What follows belongs to an exercise in optimizing a design on an open flow for small area and a short achievable clock period; a production flow would make more cautious choices. Where RTL was checked, it was by simulation tests only, not by an equivalence proof against the original. Only the layout flow was run in run 2; the RTL was not checked for function there.

==> flow/design.v (outline; a module is shown in full before it is edited, if it fits) <==
// module fir_fa: 10 lines
// module fir_dec: 10 lines
// module fir_filter: 1193 lines
module fir_filter (
    input wire clk,
    input wire rst,
    input wire valid_in,
    input wire load,
    input wire [63:0] coeff_in,
    input wire [15:0] signal_in,
    output reg valid_out,
    output reg [31:0] signal_out
);
  // ...
==> flow/flow/run.sh <==
#!/bin/bash
# Own layout flow: the standard layout (standard.sh), with three changes:
# - the ports get sky130_fd_sc_hd__buf_2 buffers (the standard flow picks a
#   slow delay cell for them);
# - after placement resizing (post_resize.tcl), the registers that drive the
#   partial products get a larger flip-flop or a buffer, and cells on paths
#   with less than FIX_MARGIN ns of slack are sized up;
# - the timing repairs after clock-tree synthesis and global routing only
#   size cells and swap pins, aiming at 2.3 ns of slack.
# make's output goes to standard.log; each tool's log is under orfs/logs.
set -euo pipefail
here=$(pwd)
export FIX_FANOUT=6
export FIX_MARGIN=2.3
bash standard.sh finish \
  "BUFFER_PORTS_ARGS=-buffer_cell sky130_fd_sc_hd__buf_2" \
  "POST_RESIZE_TCL=$here/flow/post_resize.tcl" \
  "SETUP_SLACK_MARGIN=2.3" "SETUP_MOVE_SEQUENCE=sizeup,swap" \
  > "$here/standard.log" 2>&1
==> flow/flow/post_resize.tcl <==
# Give the registers that drive many loads (FIX_FANOUT or more: those that feed
# the partial products)
# a stronger output: a larger flip-flop where the library has one, else a buffer.
set nfix 0
foreach inst [get_cells *] {
  set ref [get_property $inst ref_name]
  if {![string match "sky130_fd_sc_hd__*df*" $ref]} { continue }
  set q [get_pins -quiet [get_full_name $inst]/Q]
  if {[llength $q] == 0} { continue }
  set net [get_nets -of_objects $q]
  set loads [get_pins -of_objects $net -filter "direction==input"]
  if {[llength $loads] < $::env(FIX_FANOUT)} { continue }
  if {$ref eq "sky130_fd_sc_hd__dfrtp_1"} {
    replace_cell $inst sky130_fd_sc_hd__dfrtp_4
  } elseif {$ref eq "sky130_fd_sc_hd__dfxtp_1"} {
    replace_cell $inst sky130_fd_sc_hd__dfxtp_4
  } else {
    insert_buffer -buffer_cell sky130_fd_sc_hd__buf_4 -net [get_full_name $net]
  }
  incr nfix
}
puts "post_resize: strengthened $nfix register outputs"
if {[info exists ::env(FIX_MARGIN)]} {
  estimate_parasitics -placement
  repair_timing -setup -setup_margin $::env(FIX_MARGIN) -sequence "sizeup,swap" -skip_buffering -match_cell_footprint -verbose
}
==> flow/standard.sh <==
#!/bin/bash
# synth_recipe.tcl (not shown) runs the flow's synth.tcl, then flattens the netlist and writes it again
# the make line also repeats each setting of config.mk as NAME=value (left out here)
make -C /OpenROAD-flow-scripts/flow DESIGN_CONFIG=/design/flow/config.mk WORK_HOME=/design/flow/orfs CLKGATE_MAP_FILE= SYNTH_SCRIPT=/design/flow/synth_recipe.tcl "${@:-finish}"
==> flow/config.mk <==
export PLATFORM = sky130hd
export DESIGN_NAME = fir_filter
export DESIGN_NICKNAME = fir_filter
export VERILOG_FILES = /design/flow/design.v
export SDC_FILE = /design/flow/constraint.sdc
export NUM_CORES = 4
export LEC_CHECK = 0
export CAP_MARGIN = 20
export CORE_MARGIN = 2
export CORE_UTILIZATION = 40
export SLEW_MARGIN = 20
export SYNTH_HIERARCHICAL = 1
==> flow/constraint.sdc <==
create_clock -name core_clock -period 6.5 [get_ports {clk}]
set_input_delay 1.3000 -clock core_clock [delete_from_list [all_inputs] [get_ports {clk}]]
set_output_delay 1.3000 -clock core_clock [all_outputs]
set_load 0.01 [all_outputs]
==> run notes, run 1 <==
wire length on met1 = 50400 microns
Routed Antenna Nets = 0
register area = 0.00972 sq mm
DIE AREA = 0.0850 sq mm
Detailed Routing Iterations Pass 1 = 17
diode count = 0
Fin Hold WS = 0.478 ns
Adder-Cell Fraction of Synth Area = 0.359
Top reg by flops = mid
run status = timing/DRC/antenna clean
multi-input gate area in the final layout = 0.0224 sq mm
crit-path most repeated cell = fa_1
most frequent cells after synthesis = fa_1 (532), a222oi_1 (480), edfxtp_1 (246)
# nets final = 3361
ClkCell Share = 0.0354
RSZ-0062 raised after global routing = yes
Max-Cap Viols = 0
Hold Path Cell Cnt = 1
DR WL met2 = 59500 microns
Inserted Clock Buffers = 40
Final non-clock buffer share = 0.0496
Synth area leader = fa_1
GRT Util Overall = 0.323
Area after DPL = 0.0353 sq mm
filler cell count in the final layout = 7446
WL per Instance = 36.9 microns
flip-flop and latch count = 345
number of synthesized register bits = 345
==> inputs of run 2 (changes only) <==
--- a/flow/design.v
+++ b/flow/design.v
@@ -24,30 +24,30 @@
     input wire valid_in,
     input wire load,
     input wire [63:0] coeff_in,
     input wire [15:0] signal_in,
     output reg valid_out,
     output reg [31:0] signal_out
 );
     reg [15:0] c0, c1, c2, c3;
-    reg [17:0] t0, t1, t2, t3;
+    reg [17:1] t0, t1, t2, t3;
     reg [15:0] x0, x1, x2, x3;
     reg loaded, loaded_mid;
     reg [113:0] mid;
     always @(posedge clk) begin
         if (load) begin
             c0 <= coeff_in[15:0];
             c1 <= coeff_in[31:16];
             c2 <= coeff_in[47:32];
             c3 <= coeff_in[63:48];
-            t0 <= {2'b00, coeff_in[15:0]} + {1'b0, coeff_in[15:0], 1'b0};
-            t1 <= {2'b00, coeff_in[31:16]} + {1'b0, coeff_in[31:16], 1'b0};
-            t2 <= {2'b00, coeff_in[47:32]} + {1'b0, coeff_in[47:32], 1'b0};
-            t3 <= {2'b00, coeff_in[63:48]} + {1'b0, coeff_in[63:48], 1'b0};
+            t0 <= coeff_in[15:1] + {1'b0, coeff_in[15:0]};
+            t1 <= coeff_in[31:17] + {1'b0, coeff_in[31:16]};
+            t2 <= coeff_in[47:33] + {1'b0, coeff_in[47:32]};
+            t3 <= coeff_in[63:49] + {1'b0, coeff_in[63:48]};
         end
     end
     always @(posedge clk or posedge rst) begin
         if (rst) begin
             loaded <= 1'b0;
             loaded_mid <= 1'b0;
         end else begin
             if (load)
@@ -77,79 +77,79 @@
     wire [17:0] pp1_0, pp1_1, pp1_2, pp1_3, pp1_4, pp1_5, pp1_6, pp1_7;
     wire [17:0] pp2_0, pp2_1, pp2_2, pp2_3, pp2_4, pp2_5, pp2_6, pp2_7;
     wire [17:0] pp3_0, pp3_1, pp3_2, pp3_3, pp3_4, pp3_5, pp3_6, pp3_7;
     wire [7:0] one0, two0, three0;
     wire [7:0] one1, two1, three1;
     wire [7:0] one2, two2, three2;
     wire [7:0] one3, two3, three3;
     fir_dec u_dec0_0 (.d(x0[1:0]), .one(one0[0]), .two(two0[0]), .three(three0[0]));
-    assign pp0_0 = ~(({18{one0[0]}} & {2'b00, c0}) | ({18{two0[0]}} & {1'b0, c0, 1'b0}) | ({18{three0[0]}} & t0));
+    assign pp0_0 = ~(({18{one0[0]}} & {2'b00, c0}) | ({18{two0[0]}} & {1'b0, c0, 1'b0}) | ({18{three0[0]}} & {t0, c0[0]}));
     fir_dec u_dec0_1 (.d(x0[3:2]), .one(one0[1]), .two(two0[1]), .three(three0[1]));
-    assign pp0_1 = ~(({18{one0[1]}} & {2'b00, c0}) | ({18{two0[1]}} & {1'b0, c0, 1'b0}) | ({18{three0[1]}} & t0));
+    assign pp0_1 = ~(({18{one0[1]}} & {2'b00, c0}) | ({18{two0[1]}} & {1'b0, c0, 1'b0}) | ({18{three0[1]}} & {t0, c0[0]}));
     fir_dec u_dec0_2 (.d(x0[5:4]), .one(one0[2]), .two(two0[2]), .three(three0[2]));
-    assign pp0_2 = ~(({18{one0[2]}} & {2'b00, c0}) | ({18{two0[2]}} & {1'b0, c0, 1'b0}) | ({18{three0[2]}} & t0));
+    assign pp0_2 = ~(({18{one0[2]}} & {2'b00, c0}) | ({18{two0[2]}} & {1'b0, c0, 1'b0}) | ({18{three0[2]}} & {t0, c0[0]}));
     fir_dec u_dec0_3 (.d(x0[7:6]), .one(one0[3]), .two(two0[3]), .three(three0[3]));
-    assign pp0_3 = ~(({18{one0[3]}} & {2'b00, c0}) | ({18{two0[3]}} & {1'b0, c0, 1'b0}) | ({18{three0[3]}} & t0));
+    assign pp0_3 = ~(({18{one0[3]}} & {2'b00, c0}) | ({18{two0[3]}} & {1'b0, c0, 1'b0}) | ({18{three0[3]}} & {t0, c0[0]}));
     fir_dec u_dec0_4 (.d(x0[9:8]), .one(one0[4]), .two(two0[4]), .three(three0[4]));
-    assign pp0_4 = ~(({18{one0[4]}} & {2'b00, c0}) | ({18{two0[4]}} & {1'b0, c0, 1'b0}) | ({18{three0[4]}} & t0));
+    assign pp0_4 = ~(({18{one0[4]}} & {2'b00, c0}) | ({18{two0[4]}} & {1'b0, c0, 1'b0}) | ({18{three0[4]}} & {t0, c0[0]}));
     fir_dec u_dec0_5 (.d(x0[11:10]), .one(one0[5]), .two(two0[5]), .three(three0[5]));
-    assign pp0_5 = ~(({18{one0[5]}} & {2'b00, c0}) | ({18{two0[5]}} & {1'b0, c0, 1'b0}) | ({18{three0[5]}} & t0));
+    assign pp0_5 = ~(({18{one0[5]}} & {2'b00, c0}) | ({18{two0[5]}} & {1'b0, c0, 1'b0}) | ({18{three0[5]}} & {t0, c0[0]}));
     fir_dec u_dec0_6 (.d(x0[13:12]), .one(one0[6]), .two(two0[6]), .three(three0[6]));
-    assign pp0_6 = ~(({18{one0[6]}} & {2'b00, c0}) | ({18{two0[6]}} & {1'b0, c0, 1'b0}) | ({18{three0[6]}} & t0));
+    assign pp0_6 = ~(({18{one0[6]}} & {2'b00, c0}) | ({18{two0[6]}} & {1'b0, c0, 1'b0}) | ({18{three0[6]}} & {t0, c0[0]}));
     fir_dec u_dec0_7 (.d(x0[15:14]), .one(one0[7]), .two(two0[7]), .three(three0[7]));
-    assign pp0_7 = ~(({18{one0[7]}} & {2'b00, c0}) | ({18{two0[7]}} & {1'b0, c0, 1'b0}) | ({18{three0[7]}} & t0));
+    assign pp0_7 = ~(({18{one0[7]}} & {2'b00, c0}) | ({18{two0[7]}} & {1'b0, c0, 1'b0}) | ({18{three0[7]}} & {t0, c0[0]}));
     fir_dec u_dec1_0 (.d(x1[1:0]), .one(one1[0]), .two(two1[0]), .three(three1[0]));
-    assign pp1_0 = ~(({18{one1[0]}} & {2'b00, c1}) | ({18{two1[0]}} & {1'b0, c1, 1'b0}) | ({18{three1[0]}} & t1));
+    assign pp1_0 = ~(({18{one1[0]}} & {2'b00, c1}) | ({18{two1[0]}} & {1'b0, c1, 1'b0}) | ({18{three1[0]}} & {t1, c1[0]}));
     fir_dec u_dec1_1 (.d(x1[3:2]), .one(one1[1]), .two(two1[1]), .three(three1[1]));
-    assign pp1_1 = ~(({18{one1[1]}} & {2'b00, c1}) | ({18{two1[1]}} & {1'b0, c1, 1'b0}) | ({18{three1[1]}} & t1));
+    assign pp1_1 = ~(({18{one1[1]}} & {2'b00, c1}) | ({18{two1[1]}} & {1'b0, c1, 1'b0}) | ({18{three1[1]}} & {t1, c1[0]}));
     fir_dec u_dec1_2 (.d(x1[5:4]), .one(one1[2]), .two(two1[2]), .three(three1[2]));
-    assign pp1_2 = ~(({18{one1[2]}} & {2'b00, c1}) | ({18{two1[2]}} & {1'b0, c1, 1'b0}) | ({18{three1[2]}} & t1));
+    assign pp1_2 = ~(({18{one1[2]}} & {2'b00, c1}) | ({18{two1[2]}} & {1'b0, c1, 1'b0}) | ({18{three1[2]}} & {t1, c1[0]}));
     fir_dec u_dec1_3 (.d(x1[7:6]), .one(one1[3]), .two(two1[3]), .three(three1[3]));
-    assign pp1_3 = ~(({18{one1[3]}} & {2'b00, c1}) | ({18{two1[3]}} & {1'b0, c1, 1'b0}) | ({18{three1[3]}} & t1));
+    assign pp1_3 = ~(({18{one1[3]}} & {2'b00, c1}) | ({18{two1[3]}} & {1'b0, c1, 1'b0}) | ({18{three1[3]}} & {t1, c1[0]}));
     fir_dec u_dec1_4 (.d(x1[9:8]), .one(one1[4]), .two(two1[4]), .three(three1[4]));
-    assign pp1_4 = ~(({18{one1[4]}} & {2'b00, c1}) | ({18{two1[4]}} & {1'b0, c1, 1'b0}) | ({18{three1[4]}} & t1));
+    assign pp1_4 = ~(({18{one1[4]}} & {2'b00, c1}) | ({18{two1[4]}} & {1'b0, c1, 1'b0}) | ({18{three1[4]}} & {t1, c1[0]}));
     fir_dec u_dec1_5 (.d(x1[11:10]), .one(one1[5]), .two(two1[5]), .three(three1[5]));
-    assign pp1_5 = ~(({18{one1[5]}} & {2'b00, c1}) | ({18{two1[5]}} & {1'b0, c1, 1'b0}) | ({18{three1[5]}} & t1));
+    assign pp1_5 = ~(({18{one1[5]}} & {2'b00, c1}) | ({18{two1[5]}} & {1'b0, c1, 1'b0}) | ({18{three1[5]}} & {t1, c1[0]}));
     fir_dec u_dec1_6 (.d(x1[13:12]), .one(one1[6]), .two(two1[6]), .three(three1[6]));
-    assign pp1_6 = ~(({18{one1[6]}} & {2'b00, c1}) | ({18{two1[6]}} & {1'b0, c1, 1'b0}) | ({18{three1[6]}} & t1));
+    assign pp1_6 = ~(({18{one1[6]}} & {2'b00, c1}) | ({18{two1[6]}} & {1'b0, c1, 1'b0}) | ({18{three1[6]}} & {t1, c1[0]}));
     fir_dec u_dec1_7 (.d(x1[15:14]), .one(one1[7]), .two(two1[7]), .three(three1[7]));
-    assign pp1_7 = ~(({18{one1[7]}} & {2'b00, c1}) | ({18{two1[7]}} & {1'b0, c1, 1'b0}) | ({18{three1[7]}} & t1));
+    assign pp1_7 = ~(({18{one1[7]}} & {2'b00, c1}) | ({18{two1[7]}} & {1'b0, c1, 1'b0}) | ({18{three1[7]}} & {t1, c1[0]}));
     fir_dec u_dec2_0 (.d(x2[1:0]), .one(one2[0]), .two(two2[0]), .three(three2[0]));
-    assign pp2_0 = ~(({18{one2[0]}} & {2'b00, c2}) | ({18{two2[0]}} & {1'b0, c2, 1'b0}) | ({18{three2[0]}} & t2));
+    assign pp2_0 = ~(({18{one2[0]}} & {2'b00, c2}) | ({18{two2[0]}} & {1'b0, c2, 1'b0}) | ({18{three2[0]}} & {t2, c2[0]}));
     fir_dec u_dec2_1 (.d(x2[3:2]), .one(one2[1]), .two(two2[1]), .three(three2[1]));
-    assign pp2_1 = ~(({18{one2[1]}} & {2'b00, c2}) | ({18{two2[1]}} & {1'b0, c2, 1'b0}) | ({18{three2[1]}} & t2));
+    assign pp2_1 = ~(({18{one2[1]}} & {2'b00, c2}) | ({18{two2[1]}} & {1'b0, c2, 1'b0}) | ({18{three2[1]}} & {t2, c2[0]}));
     fir_dec u_dec2_2 (.d(x2[5:4]), .one(one2[2]), .two(two2[2]), .three(three2[2]));
-    assign pp2_2 = ~(({18{one2[2]}} & {2'b00, c2}) | ({18{two2[2]}} & {1'b0, c2, 1'b0}) | ({18{three2[2]}} & t2));
+    assign pp2_2 = ~(({18{one2[2]}} & {2'b00, c2}) | ({18{two2[2]}} & {1'b0, c2, 1'b0}) | ({18{three2[2]}} & {t2, c2[0]}));
     fir_dec u_dec2_3 (.d(x2[7:6]), .one(one2[3]), .two(two2[3]), .three(three2[3]));
-    assign pp2_3 = ~(({18{one2[3]}} & {2'b00, c2}) | ({18{two2[3]}} & {1'b0, c2, 1'b0}) | ({18{three2[3]}} & t2));
+    assign pp2_3 = ~(({18{one2[3]}} & {2'b00, c2}) | ({18{two2[3]}} & {1'b0, c2, 1'b0}) | ({18{three2[3]}} & {t2, c2[0]}));
     fir_dec u_dec2_4 (.d(x2[9:8]), .one(one2[4]), .two(two2[4]), .three(three2[4]));
-    assign pp2_4 = ~(({18{one2[4]}} & {2'b00, c2}) | ({18{two2[4]}} & {1'b0, c2, 1'b0}) | ({18{three2[4]}} & t2));
+    assign pp2_4 = ~(({18{one2[4]}} & {2'b00, c2}) | ({18{two2[4]}} & {1'b0, c2, 1'b0}) | ({18{three2[4]}} & {t2, c2[0]}));
     fir_dec u_dec2_5 (.d(x2[11:10]), .one(one2[5]), .two(two2[5]), .three(three2[5]));
-    assign pp2_5 = ~(({18{one2[5]}} & {2'b00, c2}) | ({18{two2[5]}} & {1'b0, c2, 1'b0}) | ({18{three2[5]}} & t2));
+    assign pp2_5 = ~(({18{one2[5]}} & {2'b00, c2}) | ({18{two2[5]}} & {1'b0, c2, 1'b0}) | ({18{three2[5]}} & {t2, c2[0]}));
     fir_dec u_dec2_6 (.d(x2[13:12]), .one(one2[6]), .two(two2[6]), .three(three2[6]));
-    assign pp2_6 = ~(({18{one2[6]}} & {2'b00, c2}) | ({18{two2[6]}} & {1'b0, c2, 1'b0}) | ({18{three2[6]}} & t2));
+    assign pp2_6 = ~(({18{one2[6]}} & {2'b00, c2}) | ({18{two2[6]}} & {1'b0, c2, 1'b0}) | ({18{three2[6]}} & {t2, c2[0]}));
     fir_dec u_dec2_7 (.d(x2[15:14]), .one(one2[7]), .two(two2[7]), .three(three2[7]));
-    assign pp2_7 = ~(({18{one2[7]}} & {2'b00, c2}) | ({18{two2[7]}} & {1'b0, c2, 1'b0}) | ({18{three2[7]}} & t2));
+    assign pp2_7 = ~(({18{one2[7]}} & {2'b00, c2}) | ({18{two2[7]}} & {1'b0, c2, 1'b0}) | ({18{three2[7]}} & {t2, c2[0]}));
     fir_dec u_dec3_0 (.d(x3[1:0]), .one(one3[0]), .two(two3[0]), .three(three3[0]));
-    assign pp3_0 = ~(({18{one3[0]}} & {2'b00, c3}) | ({18{two3[0]}} & {1'b0, c3, 1'b0}) | ({18{three3[0]}} & t3));
+    assign pp3_0 = ~(({18{one3[0]}} & {2'b00, c3}) | ({18{two3[0]}} & {1'b0, c3, 1'b0}) | ({18{three3[0]}} & {t3, c3[0]}));
     fir_dec u_dec3_1 (.d(x3[3:2]), .one(one3[1]), .two(two3[1]), .three(three3[1]));
-    assign pp3_1 = ~(({18{one3[1]}} & {2'b00, c3}) | ({18{two3[1]}} & {1'b0, c3, 1'b0}) | ({18{three3[1]}} & t3));
+    assign pp3_1 = ~(({18{one3[1]}} & {2'b00, c3}) | ({18{two3[1]}} & {1'b0, c3, 1'b0}) | ({18{three3[1]}} & {t3, c3[0]}));
     fir_dec u_dec3_2 (.d(x3[5:4]), .one(one3[2]), .two(two3[2]), .three(three3[2]));
-    assign pp3_2 = ~(({18{one3[2]}} & {2'b00, c3}) | ({18{two3[2]}} & {1'b0, c3, 1'b0}) | ({18{three3[2]}} & t3));
+    assign pp3_2 = ~(({18{one3[2]}} & {2'b00, c3}) | ({18{two3[2]}} & {1'b0, c3, 1'b0}) | ({18{three3[2]}} & {t3, c3[0]}));
     fir_dec u_dec3_3 (.d(x3[7:6]), .one(one3[3]), .two(two3[3]), .three(three3[3]));
-    assign pp3_3 = ~(({18{one3[3]}} & {2'b00, c3}) | ({18{two3[3]}} & {1'b0, c3, 1'b0}) | ({18{three3[3]}} & t3));
+    assign pp3_3 = ~(({18{one3[3]}} & {2'b00, c3}) | ({18{two3[3]}} & {1'b0, c3, 1'b0}) | ({18{three3[3]}} & {t3, c3[0]}));
     fir_dec u_dec3_4 (.d(x3[9:8]), .one(one3[4]), .two(two3[4]), .three(three3[4]));
-    assign pp3_4 = ~(({18{one3[4]}} & {2'b00, c3}) | ({18{two3[4]}} & {1'b0, c3, 1'b0}) | ({18{three3[4]}} & t3));
+    assign pp3_4 = ~(({18{one3[4]}} & {2'b00, c3}) | ({18{two3[4]}} & {1'b0, c3, 1'b0}) | ({18{three3[4]}} & {t3, c3[0]}));
     fir_dec u_dec3_5 (.d(x3[11:10]), .one(one3[5]), .two(two3[5]), .three(three3[5]));
-    assign pp3_5 = ~(({18{one3[5]}} & {2'b00, c3}) | ({18{two3[5]}} & {1'b0, c3, 1'b0}) | ({18{three3[5]}} & t3));
+    assign pp3_5 = ~(({18{one3[5]}} & {2'b00, c3}) | ({18{two3[5]}} & {1'b0, c3, 1'b0}) | ({18{three3[5]}} & {t3, c3[0]}));
     fir_dec u_dec3_6 (.d(x3[13:12]), .one(one3[6]), .two(two3[6]), .three(three3[6]));
-    assign pp3_6 = ~(({18{one3[6]}} & {2'b00, c3}) | ({18{two3[6]}} & {1'b0, c3, 1'b0}) | ({18{three3[6]}} & t3));
+    assign pp3_6 = ~(({18{one3[6]}} & {2'b00, c3}) | ({18{two3[6]}} & {1'b0, c3, 1'b0}) | ({18{three3[6]}} & {t3, c3[0]}));
     fir_dec u_dec3_7 (.d(x3[15:14]), .one(one3[7]), .two(two3[7]), .three(three3[7]));
-    assign pp3_7 = ~(({18{one3[7]}} & {2'b00, c3}) | ({18{two3[7]}} & {1'b0, c3, 1'b0}) | ({18{three3[7]}} & t3));
+    assign pp3_7 = ~(({18{one3[7]}} & {2'b00, c3}) | ({18{two3[7]}} & {1'b0, c3, 1'b0}) | ({18{three3[7]}} & {t3, c3[0]}));
     wire fs1, fc2;
     fir_fa u_fa1 (.a(pp0_0[0]), .b(pp1_0[0]), .ci(pp2_0[0]), .s(fs1), .co(fc2));
     wire fs3, fc4;
     fir_fa u_fa2 (.a(pp0_0[1]), .b(pp1_0[1]), .ci(pp2_0[1]), .s(fs3), .co(fc4));
     wire fs5, fc6;
     fir_fa u_fa3 (.a(pp3_0[1]), .b(fc2), .ci(1'b1), .s(fs5), .co(fc6));
     wire fs7, fc8;
     fir_fa u_fa4 (.a(pp0_0[2]), .b(pp0_1[0]), .ci(pp1_0[2]), .s(fs7), .co(fc8));
==> flow/flow/run.sh (replaced) <==
#!/bin/bash
# Own layout flow: the standard layout (standard.sh), with smaller port
# buffers and stronger drivers on the registers that feed the partial products.
set -euo pipefail
here=$(pwd)
export FIX_FANOUT=6
export FIX_MARGIN=2.3
bash standard.sh finish \
  "BUFFER_PORTS_ARGS=-buffer_cell sky130_fd_sc_hd__buf_2" \
  "POST_RESIZE_TCL=$here/flow/post_resize.tcl" \
  "SETUP_SLACK_MARGIN=2.3" "SETUP_MOVE_SEQUENCE=sizeup,swap" \
  > "$here/standard.log" 2>&1
--- a/flow/flow/post_resize.tcl
+++ b/flow/flow/post_resize.tcl
@@ -1,10 +1,9 @@
-# Give the registers that drive many loads (FIX_FANOUT or more: those that feed
-# the partial products)
+# Give the registers that drive the partial products (16 or more loads each)
 # a stronger output: a larger flip-flop where the library has one, else a buffer.
 set nfix 0
 foreach inst [get_cells *] {
   set ref [get_property $inst ref_name]
   if {![string match "sky130_fd_sc_hd__*df*" $ref]} { continue }
   set q [get_pins -quiet [get_full_name $inst]/Q]
   if {[llength $q] == 0} { continue }
   set net [get_nets -of_objects $q]
==> flow/config.mk (replaced) <==
export PLATFORM = sky130hd
export DESIGN_NAME = fir_filter
export DESIGN_NICKNAME = fir_filter
export VERILOG_FILES = /design/flow/design.v
export SDC_FILE = /design/flow/constraint.sdc
export NUM_CORES = 4
export LEC_CHECK = 0
export CAP_MARGIN = 20
export CELL_PAD_IN_SITES_DETAIL_PLACEMENT = 1
export CELL_PAD_IN_SITES_GLOBAL_PLACEMENT = 1
export CORE_MARGIN = 2
export CORE_UTILIZATION = 40
export PLACE_DENSITY = 0.5
export SLEW_MARGIN = 20
export SYNTH_HIERARCHICAL = 1
==> run 2 against run 1 <==
Compared with the run above:
- highest routed layer unchanged
- final cell count grew 0.40%
- sequential cell count is the same
- via count shrank 1.6%
- critical endpoint is now mid[111]$_DFFE_PP_
- maximum frequency shrank 1.5%
- worst setup slack lost 0.066 ns
- global-route usage grew 1.6 points
- sequential share of layout area shrank 0.075 points
- synthesized area is the same
- still clean on timing, DRC and antenna
- clock skew shrank 0.018 ns
- synthesized cell count is the same
==> run notes, run 2 <==
final hold violation count = 0
EDFF count, synth = 246
# nets final = 3371 (+0.30%)
measured slew at the worst slew-check pin = 1.21 ns
synth top area cells = fa_1 (32%), edfxtp_1 (22%), a222oi_1 (15%), dfrtp_1 (5.1%), ha_1 (3.7%)
Synth async-reset ratio = 0.194
Min-Delay Startpoint = loaded$_DFFE_PP0P_
critical path class = register to register
crit-path most repeated cell = fa_1
Synth area leader = fa_1
Netlist cell types = 72
Worst Hold End = loaded$_DFFE_PP0P_
proportion of layout cells with a drive suffix above 1 = 0.200
drt total wl = 144000 microns
period utilisation layout = 0.658
yosys synthesis warning count = 7
most frequent cells after synthesis = fa_1 (532), a222oi_1 (480), edfxtp_1 (246)
Synth Instances = 2598
crit path cell chain = and2b_4 > a222oi_1 > fa_1 > fa_2 > fa_1 > fa_2 > fa_1
launch point of the worst reg-to-reg path = x1[15]$_DFFE_PP0P_
clk slew on worst S/H paths = 0.06 ns
Avg Inst Size Synth = 12.7 sq um
compound-cell area share of the yosys netlist = 0.208
post-synthesis simple-gate area fraction = 0.0601
Congestion Overflow GR = 0
routed vias = 26700
Arr. time, crit path = 4.62 ns
placed instance count = 3680
commonest cells after routing, fill and taps aside = fa_1 (517), a222oi_1 (480), edfxtp_1 (246)
# setup viols final = 0
top-count cell post-synth = fa_1
max FFs per register = 114
Seq/Total Area, Yosys = 0.293
num ports = 117
fin crit period = 4.28 ns
R2R Path End = mid[111]$_DFFE_PP_
top flop regs = mid: 114 flops, signal_out: 32 flops
diode count = 0 (unchanged)
Slew Limit Fails = 0
clk buf depth = 3
vias per inst = 7.09
HP Class = register to register
FF-to-FF path depth = 7
slew margin rel. = 0.193
number of port buffers = 116
Critical Path Start Type = register
Critical Path RT = 6.84 ns
post-synthesis xor/xnor area fraction = 0.0175
clock latency (worst-skew pair) = 0.61 ns
RSZ-0062 raised after global routing = yes
H-tree depth = 2
largest net degree at the start of global routing = 102
hold_buf cts = 0
WL per Instance = 38.3 microns (+3.7%)
commonest non-fill, non-tap cell in the layout = fa_1
std cell rows = 105
Critical-path top delay cell = a222oi_1
run status = timing/DRC/antenna clean
mux cell area share after synthesis = 0.0248
CTS root buffer = clkbuf_16
Hold Path Cell Cnt = 1 (unchanged)
final non-filler cell total = 3764
number of synthesized register bits = 345 (unchanged)
initial antenna violation count = 0
Fin Hold WS = 0.478 ns (-0.000797 ns)
HPWL after DPL = 114000 microns
CTS tree = done
DIE AREA = 0.0850 sq mm (unchanged)
Detailed Routing Iterations Pass 1 = 17 (unchanged)
Die W = 292 microns
CP endpoint kind = register
fmax = 0.234 GHz
Max-Cap Viols = 0 (unchanged)
die height = 292 microns
GRT Util Overall = 0.339 (+0.0162)
Adder-Cell Fraction of Synth Area = 0.359 (unchanged)
Final Wtd Congestion = 0.940
DRC viols = 0
Largest stage delay, worst path = 0.96 ns
Synth top area share = 0.322
Routed Antenna Nets = 0 (unchanged)
reg-to-reg slack, setup = 2.22 ns
prevailing post-synth register cell = edfxtp_1
clock skew = 0.0224 ns
vias in the first global route = 28700
Core ar. = 0.0820 sq mm
first-pass GRT wire length = 209000 microns
Inserted Clock Buffers = 45 (+13%)
worst-path maximum fanout = 16
Starting DRT DRC Count = 6502
main combinational cell family by area after synthesis = adder cells
Top reg by flops = mid
post-synthesis cell area = 0.0331 sq mm
TNS Setup = 0 ns
Starting Density = 0.403
Syn-to-layout area delta = 11.4%
sinks on the clock net = 345
## run 2: per-module statistics from Yosys (local to each module, per instance)
module	cell area [sq um]	flip-flops and latches	cells inside
fir_fa	20.0	0	1
fir_filter	21800	345	1975
fir_dec	22.5	0	3
## run 2: worst max path at each step
stage / startpoint / endpoint / cells past startpoint
floorplan: mid[71]$_DFFE_PP_ / signal_out[28]$_SDFF_PN0_ / 12
global route: x0[1]$_DFFE_PP0P_ / mid[49]$_DFFE_PP_ / 7
CTS: mid[71]$_DFFE_PP_ / signal_out[28]$_SDFF_PN0_ / 11
global placement: x0[14]$_DFFE_PP0P_ / mid[76]$_DFFE_PP_ / 7
finish: x1[15]$_DFFE_PP0P_ / mid[111]$_DFFE_PP_ / 7
detailed placement: mid[71]$_DFFE_PP_ / signal_out[28]$_SDFF_PN0_ / 11
## run 2: cell type report
| cell class | instances | area, sq um |
|---|---|---|
| Clock buffer | 59 | 1230 |
| Clock inverter | 25 | 161 |
| Fill cell | 8425 | 45100 |
| Inverter | 33 | 124 |
| Multi-Input combinational cell | 1948 | 22400 |
| Sequential cell | 345 | 9720 |
| Tap cell | 1070 | 1340 |
| Timing Repair Buffer | 284 | 1870 |
## run 2: per-stage QoR
stage                     setup slack (ns)  instance area, sq um  utilization
after floorplan                       2.48                 33100            -
after global placement                1.97                 34300        0.418
after detailed placement              2.25                 35300        0.431
after CTS                             2.27                 36700        0.448
after global routing                  2.22                 36800        0.449
final                                 2.22                 36800        0.449
## run 2: per-layer routing
metal	global-route usage	vias up	share of wire
li1	-	10600	-
met1	0.424	13900	0.36
met3	0.0583	341	0.096
met5	0	-	0
met2	0.543	1934	0.46
met4	0.223	0	0.081
## run 2: cells by family after synthesis
kind of cell	after synthesis
flops	345
xor+xnor	66
mux	74
compound gates	801
other cells	1
simple gates	359
fa+ha+maj	630
buf+inv	322
## run 2: timing repair
action | CTS | global route
endpoints found under the setup margin | 8 | 40
pin swaps | 11 | 44
gates resized for setup | 8 | 47
gates cloned | 0 | 0
endpoints found under the hold margin | 0 | 0
buffers inserted | 0 | 0
## run 2: critical path, delay by kind of cell, from the launching register on
family / cells / cell delay (ns)
adders and majority gates: 5 / 2.38
and+or+nand+nor: 1 / 0.25
DFF: 1 / 0.44
AOI/OAI and AO/OA: 1 / 0.96

static timing again, ports no longer ideal:
Ports are ideal in the flow. The routed layouts listed here were re-timed in OpenROAD. Step 1: set_driving_cell puts a clkbuf_16 on clk and a buf_2 on each other input, an assumption about the parent block. Step 2 also shifts input and output timing later by t, the mid clock arrival at the registers, as if the neighbouring blocks saw the same clock. Slacks: no drivers / after step 1 / after step 2; pairs: no drivers / after step 1.
| run | shift t [ns] | setup WS [ns] | hold WS [ns] | latest minus earliest clock arrival (ns) | pins driven straight from the clock port |
|---|---|---|---|---|---|
| run 1 | 0.655 | 2.288 / 2.288 / 2.288 | 0.478 / 0.478 / 0.478 | 0.041 / 0.041 | 1 |
| run 2 | 0.669 | 2.222 / 2.222 / 2.222 | 0.478 / 0.478 / 0.478 | 0.023 / 0.023 | 1 |
After both steps every run listed still meets setup and hold.
